Source: an optimization exercise on an open RTL-to-GDS flow (aim: small area and a short achievable clock period). Production flows keep margins and buffers that such runs may drop.
Where RTL was checked, it was by simulation tests only, not by an equivalence proof against the original.

Setup of job 4788:
Design gcd_top, start of the top module:
module gcd_top
#(
    parameter DATA_WIDTH = 16,
    parameter PIPELINE_DEPTH = 31
)(
    input wire                          Clk,
    input wire                          Reset,
    input wire                          Start,
    input wire  signed [DATA_WIDTH-1:0] A,
    input wire  signed [DATA_WIDTH-1:0] B,
    output wire signed [DATA_WIDTH-1:0] Result,
    output wire                         Done
);
For scale: roughly 970 flip-flops, roughly 52 I/O pins, about 56000 µm² of cells after synthesis.
clock: 4.5 ns
lec_check: 0
abc_area: 1
cap_margin: 20
core_margin: 2
core_utilization: 60
cts_cluster_diameter: 100
cts_cluster_size: 25
place_density: 0.7
setup_slack_margin: 1.9
slew_margin: 20
run.sh (not shown) runs the stock make flow with config.mk's settings and CLKGATE_MAP_FILE= SYNTH_SCRIPT=/design/flow/synth_recipe.tcl, a recipe that flattens the netlist after the stock synthesis.
Job 4788: flow completed, timing, DRC and antenna clean
### job 4788 -> job 2331
# job 4788
export LEC_CHECK = 0
export ABC_AREA = 1
export CAP_MARGIN = 20
export CORE_MARGIN = 2
export CORE_UTILIZATION = 60
export CTS_CLUSTER_DIAMETER = 100
export CTS_CLUSTER_SIZE = 25
export PLACE_DENSITY = 0.7
export SETUP_SLACK_MARGIN = 1.9
export SLEW_MARGIN = 20
create_clock -name core_clock -period 4.5 [get_ports {Clk}]
# job 2331
export LEC_CHECK = 0
export ABC_AREA = 1
export CAP_MARGIN = 20
export CORE_MARGIN = 2
export CORE_UTILIZATION = 60
export CTS_CLUSTER_DIAMETER = 100
export CTS_CLUSTER_SIZE = 25
export PLACE_DENSITY = 0.7
export SETUP_SLACK_MARGIN = 1.75
export SLEW_MARGIN = 20
create_clock -name core_clock -period 4.5 [get_ports {Clk}]
Results
- Per the final summary, job 4788 finished and its layout is clean on timing, DRC and antenna.
- Having completed the whole flow, job 2331 delivered a layout that passed the timing, design-rule and antenna checks.
- Post-synthesis share of cell area spent on full adders, half adders and majority gates: job 2331 vs job 4788 identical
- The number of buffer and inverter stages on the critical path number comes out lower for job 4788 vs job 2331.
- Between job 2331 and job 4788, the global routing usage on met3 figures differ only marginally.
- Comparing job 2331 against job 4788, there is no change at all in horizontal die dimension.
- Diff job 4788 -> job 2331: sequential share of layout area increased by 1.8 points relative to the old numbers; fraction of the cycle the final worst path needs increased by 1.7 points relative to the old numbers; hold slack increased by 9.6 ps relative to the old numbers; detailed route wirelength on metal2 decreased by 3000 µm relative to the old numbers.
- Comparing job 2331 against job 4788, there is no change at all in flip-flop and latch count.
- Delta(detail-routed net length per standard cell, job 2331 - job 4788) < 0
Edits applied to the flow inputs when going from job 2331 to job 1071:
# job 2331
export LEC_CHECK = 0
export ABC_AREA = 1
export CAP_MARGIN = 20
export CORE_MARGIN = 2
export CORE_UTILIZATION = 60
export CTS_CLUSTER_DIAMETER = 100
export CTS_CLUSTER_SIZE = 25
export PLACE_DENSITY = 0.7
export SETUP_SLACK_MARGIN = 1.75
export SLEW_MARGIN = 20
create_clock -name core_clock -period 4.5 [get_ports {Clk}]
# job 1071
export LEC_CHECK = 0
export ABC_AREA = 1
export CAP_MARGIN = 20
export CORE_MARGIN = 2
export CORE_UTILIZATION = 60
export CTS_CLUSTER_DIAMETER = 100
export CTS_CLUSTER_SIZE = 25
export PLACE_DENSITY = 0.7
export SETUP_SLACK_MARGIN = 2.0
export SLEW_MARGIN = 20
create_clock -name core_clock -period 4.5 [get_ports {Clk}]
--- outcome ---
Total of cells resized after clock tree synthesis | job 1071 above job 2331. Density: job 1071 denser than job 2331. Taking job 2331 as the reference point, the worst path arrival time of job 1071 falls by 80 ps. Job 1071: done, clean on timing, DRC and antenna. Fraction of area in clock buffers and inverters on job 1071 is down relative to job 2331. Job 2331 → job 1071: initial cell density of the core comparable, sequential share of layout area dropped 5.5 points, proportion of final cell area spent on non-clock buffers rose 3.0 points. Final critical delay including setup and external delays came out lower on job 1071 than on job 2331. Relative to job 2331, portion of the clock cycle consumed by the worst path in the final layout decreased by 2.1 points in job 1071.


Starting RTL as in the previous note.
==> flow/config.mk <==
export PLATFORM = sky130hd
export DESIGN_NAME = gcd_top
export DESIGN_NICKNAME = gcd_top
export VERILOG_FILES = /design/flow/design.v
export SDC_FILE = /design/flow/constraint.sdc
export NUM_CORES = 4
export LEC_CHECK = 0
export ABC_AREA = 1
export CAP_MARGIN = 20
export CORE_MARGIN = 2
export CORE_UTILIZATION = 70
export CTS_CLUSTER_DIAMETER = 100
export CTS_CLUSTER_SIZE = 25
export PLACE_DENSITY = 0.8
export SETUP_SLACK_MARGIN = 1.8
export SLEW_MARGIN = 20
==> flow/constraint.sdc <==
create_clock -name core_clock -period 4.5 [get_ports {Clk}]
set_input_delay 0.9000 -clock core_clock [delete_from_list [all_inputs] [get_ports {Clk}]]
set_output_delay 0.9000 -clock core_clock [all_outputs]
set_load 0.01 [all_outputs]
Next try:
--- a/flow/config.mk
+++ b/flow/config.mk
@@ -10,6 +10,6 @@
 export CORE_MARGIN = 2
-export CORE_UTILIZATION = 70
+export CORE_UTILIZATION = 60
 export CTS_CLUSTER_DIAMETER = 100
 export CTS_CLUSTER_SIZE = 25
-export PLACE_DENSITY = 0.8
+export PLACE_DENSITY = 0.7
 export SETUP_SLACK_MARGIN = 1.8
- routed wire length goes down by about 4%
- via count falls by 2.9%
- synthesized area does not change
- worst hold slack got worse by 0.030 ns
- die area goes up by 16%
- register-to-register slack is better by 0.11 ns
- worst setup slack improved by 0.11 ns
- final area stays flat
- global-route usage goes down by 4.8 points
- core utilization falls by 11 points
Next try:
--- a/flow/config.mk
+++ b/flow/config.mk
@@ -14,3 +14,3 @@
 export PLACE_DENSITY = 0.7
-export SETUP_SLACK_MARGIN = 1.8
+export SETUP_SLACK_MARGIN = 1.85
 export SLEW_MARGIN = 20
=> Area after synthesis does not change. Via count went up slightly.
Next try:
--- a/flow/config.mk
+++ b/flow/config.mk
@@ -14,3 +14,3 @@
 export PLACE_DENSITY = 0.7
-export SETUP_SLACK_MARGIN = 1.85
+export SETUP_SLACK_MARGIN = 1.7
 export SLEW_MARGIN = 20
Effect: Routed wire length shrinks by 4.1%; final cell count went down by 0.84%; worst setup slack improves by 0.016 ns; critical path depth does not change; first-iteration DRC count decreases by 6.6%.


== before ==
Another version of the RTL of gcd_top (not shown whole).
Size in the first run: about 0.060 mm² of cells after synthesis.
==> flow/config.mk <==
export PLATFORM = sky130hd
export DESIGN_NAME = gcd_top
export DESIGN_NICKNAME = gcd_top
export VERILOG_FILES = /design/flow/design.v
export SDC_FILE = /design/flow/constraint.sdc
export NUM_CORES = 4
export LEC_CHECK = 0
export ABC_AREA = 1
export CAP_MARGIN = 20
export CORE_MARGIN = 2
export CORE_UTILIZATION = 60
export PLACE_DENSITY = 0.7
export SETUP_SLACK_MARGIN = 2.05
export SLEW_MARGIN = 20
==> flow/constraint.sdc <==
create_clock -name core_clock -period 4.5 [get_ports {Clk}]
set_input_delay 0.9000 -clock core_clock [delete_from_list [all_inputs] [get_ports {Clk}]]
set_output_delay 0.9000 -clock core_clock [all_outputs]
set_load 0.01 [all_outputs]
Input changes introduced in after (baseline for comparison: before):
Settings: SETUP_SLACK_MARGIN: 2.05 -> 2.3.
### Flow results
before → after: final design area excluding fillers moved up, cell count moved up, met3 wire length moved up, highest clock frequency the design can meet moved down.
Function was not checked in any run of this note: the RTL went through the layout flow alone.


Another version of the RTL of gcd_top (not shown whole).
Size: roughly 6600 cells after synthesis, ~950 flip-flops, ~52 I/O pins.
export LEC_CHECK = 0
export ABC_AREA = 1
export CAP_MARGIN = 20
export CORE_MARGIN = 2
export CORE_UTILIZATION = 60
export CTS_CLUSTER_DIAMETER = 100
export CTS_CLUSTER_SIZE = 25
export PLACE_DENSITY = 0.7
export SETUP_SLACK_MARGIN = 1.9
export SLEW_MARGIN = 20
create_clock -name core_clock -period 4.5 [get_ports {Clk}]
Then changed:
Settings changed: CORE_UTILIZATION 60 to 70, PLACE_DENSITY 0.7 to 0.8, SETUP_SLACK_MARGIN 1.9 to 1.8.
=>
- wire length shrinks by a few percent
- via count shrinks slightly
- final area shrinks by a few percent
Then changed:
Settings changed: CORE_UTILIZATION 70 to 60, PLACE_DENSITY 0.8 to 0.7.
Effect: The new run completed with no timing, DRC or antenna violations; setup slack is worse by 12 ps; wire length hardly moves; area after synthesis is unchanged; sequential share of layout area came out lower by 0.49 points; design area grows slightly; core utilization went down by 10 points.


== yarrow ==
RTL: one of the versions met above, not the one the previous note started from.
For scale: roughly 970 flip-flops, about 52 I/O pins.
Settings: LEC_CHECK=0, ABC_AREA=1, CAP_MARGIN=20, CORE_MARGIN=2, CORE_UTILIZATION=60, PLACE_DENSITY=0.7, SETUP_SLACK_MARGIN=1.2, SLEW_MARGIN=20; clock period 4.5 ns.
For garnet, these inputs were changed with respect to yarrow:
Settings: SETUP_SLACK_MARGIN: 1.2 -> 1.7.
[summary]
garnet went all the way through the flow, and no timing, DRC or antenna check failed. Of garnet and yarrow, garnet shows the higher core utilization of the finished layout, with yarrow below it. Period utilization: garnet < yarrow. Post-synthesis adder-cell area fraction: yarrow vs garnet identical. Taking yarrow as the reference, in garnet fmax moved up, wire length moved up, multi-input combinational cell area moved up, final critical-path required period moved down.
[inputs] amber vs garnet
Settings: swapping 1.7 for 1.9 in SETUP_SLACK_MARGIN.
Notes after the runs:
As of amber, detailed router's first-iteration violation count had risen by a few percent compared to garnet.
Side by side, aggregate routed wire length turned out higher in amber than in garnet.
#### Input delta (sierra over amber)
Settings: SETUP_SLACK_MARGIN removed (was 1.9).
Notes after the runs:
Met1 usage: sierra lower than amber
sierra against amber: time the final worst path needs with I/O delays and setup climbed 0.47 ns; final cell count dropped 67.
Summary of the comparison: fraction of cell area in non-clock buffers is lower in sierra, relative to amber.
amber → sierra: highest net fanout along the worst path went up 25.
[diff] area of all placed cells without fillers, sierra relative to amber: improvement
No run of this note included a check of the RTL's function; only the layout flow was run.

-- port drivers added, routing unchanged --
In the flow no input, the clock included, has a driving cell. The finished layouts below were timed again as built, in two steps. Step 1: set_driving_cell puts a clkbuf_16 on Clk and a buf_2 on each other input, an assumption about the parent block. Step 2 adds t to the input delays and takes it off the output delays; t is the mean of the earliest and latest rising clock arrival at the registers after step 1. Input paths then give back, and output paths get back, about the clock's delay inside the block. Slacks: no drivers / after step 1 / after step 2; pairs: no drivers / after step 1.
run	t (ns)	setup WS [ns]	worst setup path at the end	clock arrival spread, ns
job 4788	0.711	1.932 / 1.927 / 1.479	input to register	0.021 / 0.022
job 2331	0.704	1.855 / 1.855 / 1.470	input to register	0.025 / 0.025
job 1071	0.714	1.951 / 1.951 / 1.714	input to register	0.023 / 0.023
the first run of note 2	0.701	1.851 / 1.851 / 1.420	input to register	0.032 / 0.031
the second run of note 2	0.706	1.962 / 1.932 / 1.472	input to register	0.023 / 0.023
the third run of note 2	0.708	1.861 / 1.861 / 1.465	input to register	0.021 / 0.021
the fourth run of note 2	0.708	1.876 / 1.876 / 1.477	input to register	0.025 / 0.025
before	0.764	2.072 / 2.072 / 1.543	input to register	0.036 / 0.036
after	0.780	2.011 / 2.011 / 1.585	input to register	0.039 / 0.039
the first run of note 4	0.710	1.911 / 1.911 / 1.358	input to register	0.035 / 0.035
the second run of note 4	0.694	1.847 / 1.847 / 1.371	input to register	0.041 / 0.041
the third run of note 4	0.712	1.835 / 1.835 / 1.338	input to register	0.034 / 0.033
yarrow	0.760	1.543 / 1.543 / 1.543	register to register	0.039 / 0.039
garnet	0.758	1.833 / 1.833 / 1.557	input to register	0.038 / 0.037
amber	0.758	2.011 / 1.937 / 1.548	input to register	0.038 / 0.038
sierra	0.760	1.543 / 1.543 / 1.543	register to register	0.039 / 0.039
After both steps every run listed still meets setup and hold. For the first run of note 4, which loses most, drivers alone change the setup slack by 0.000 ns; drivers and shift together by -0.553 ns.
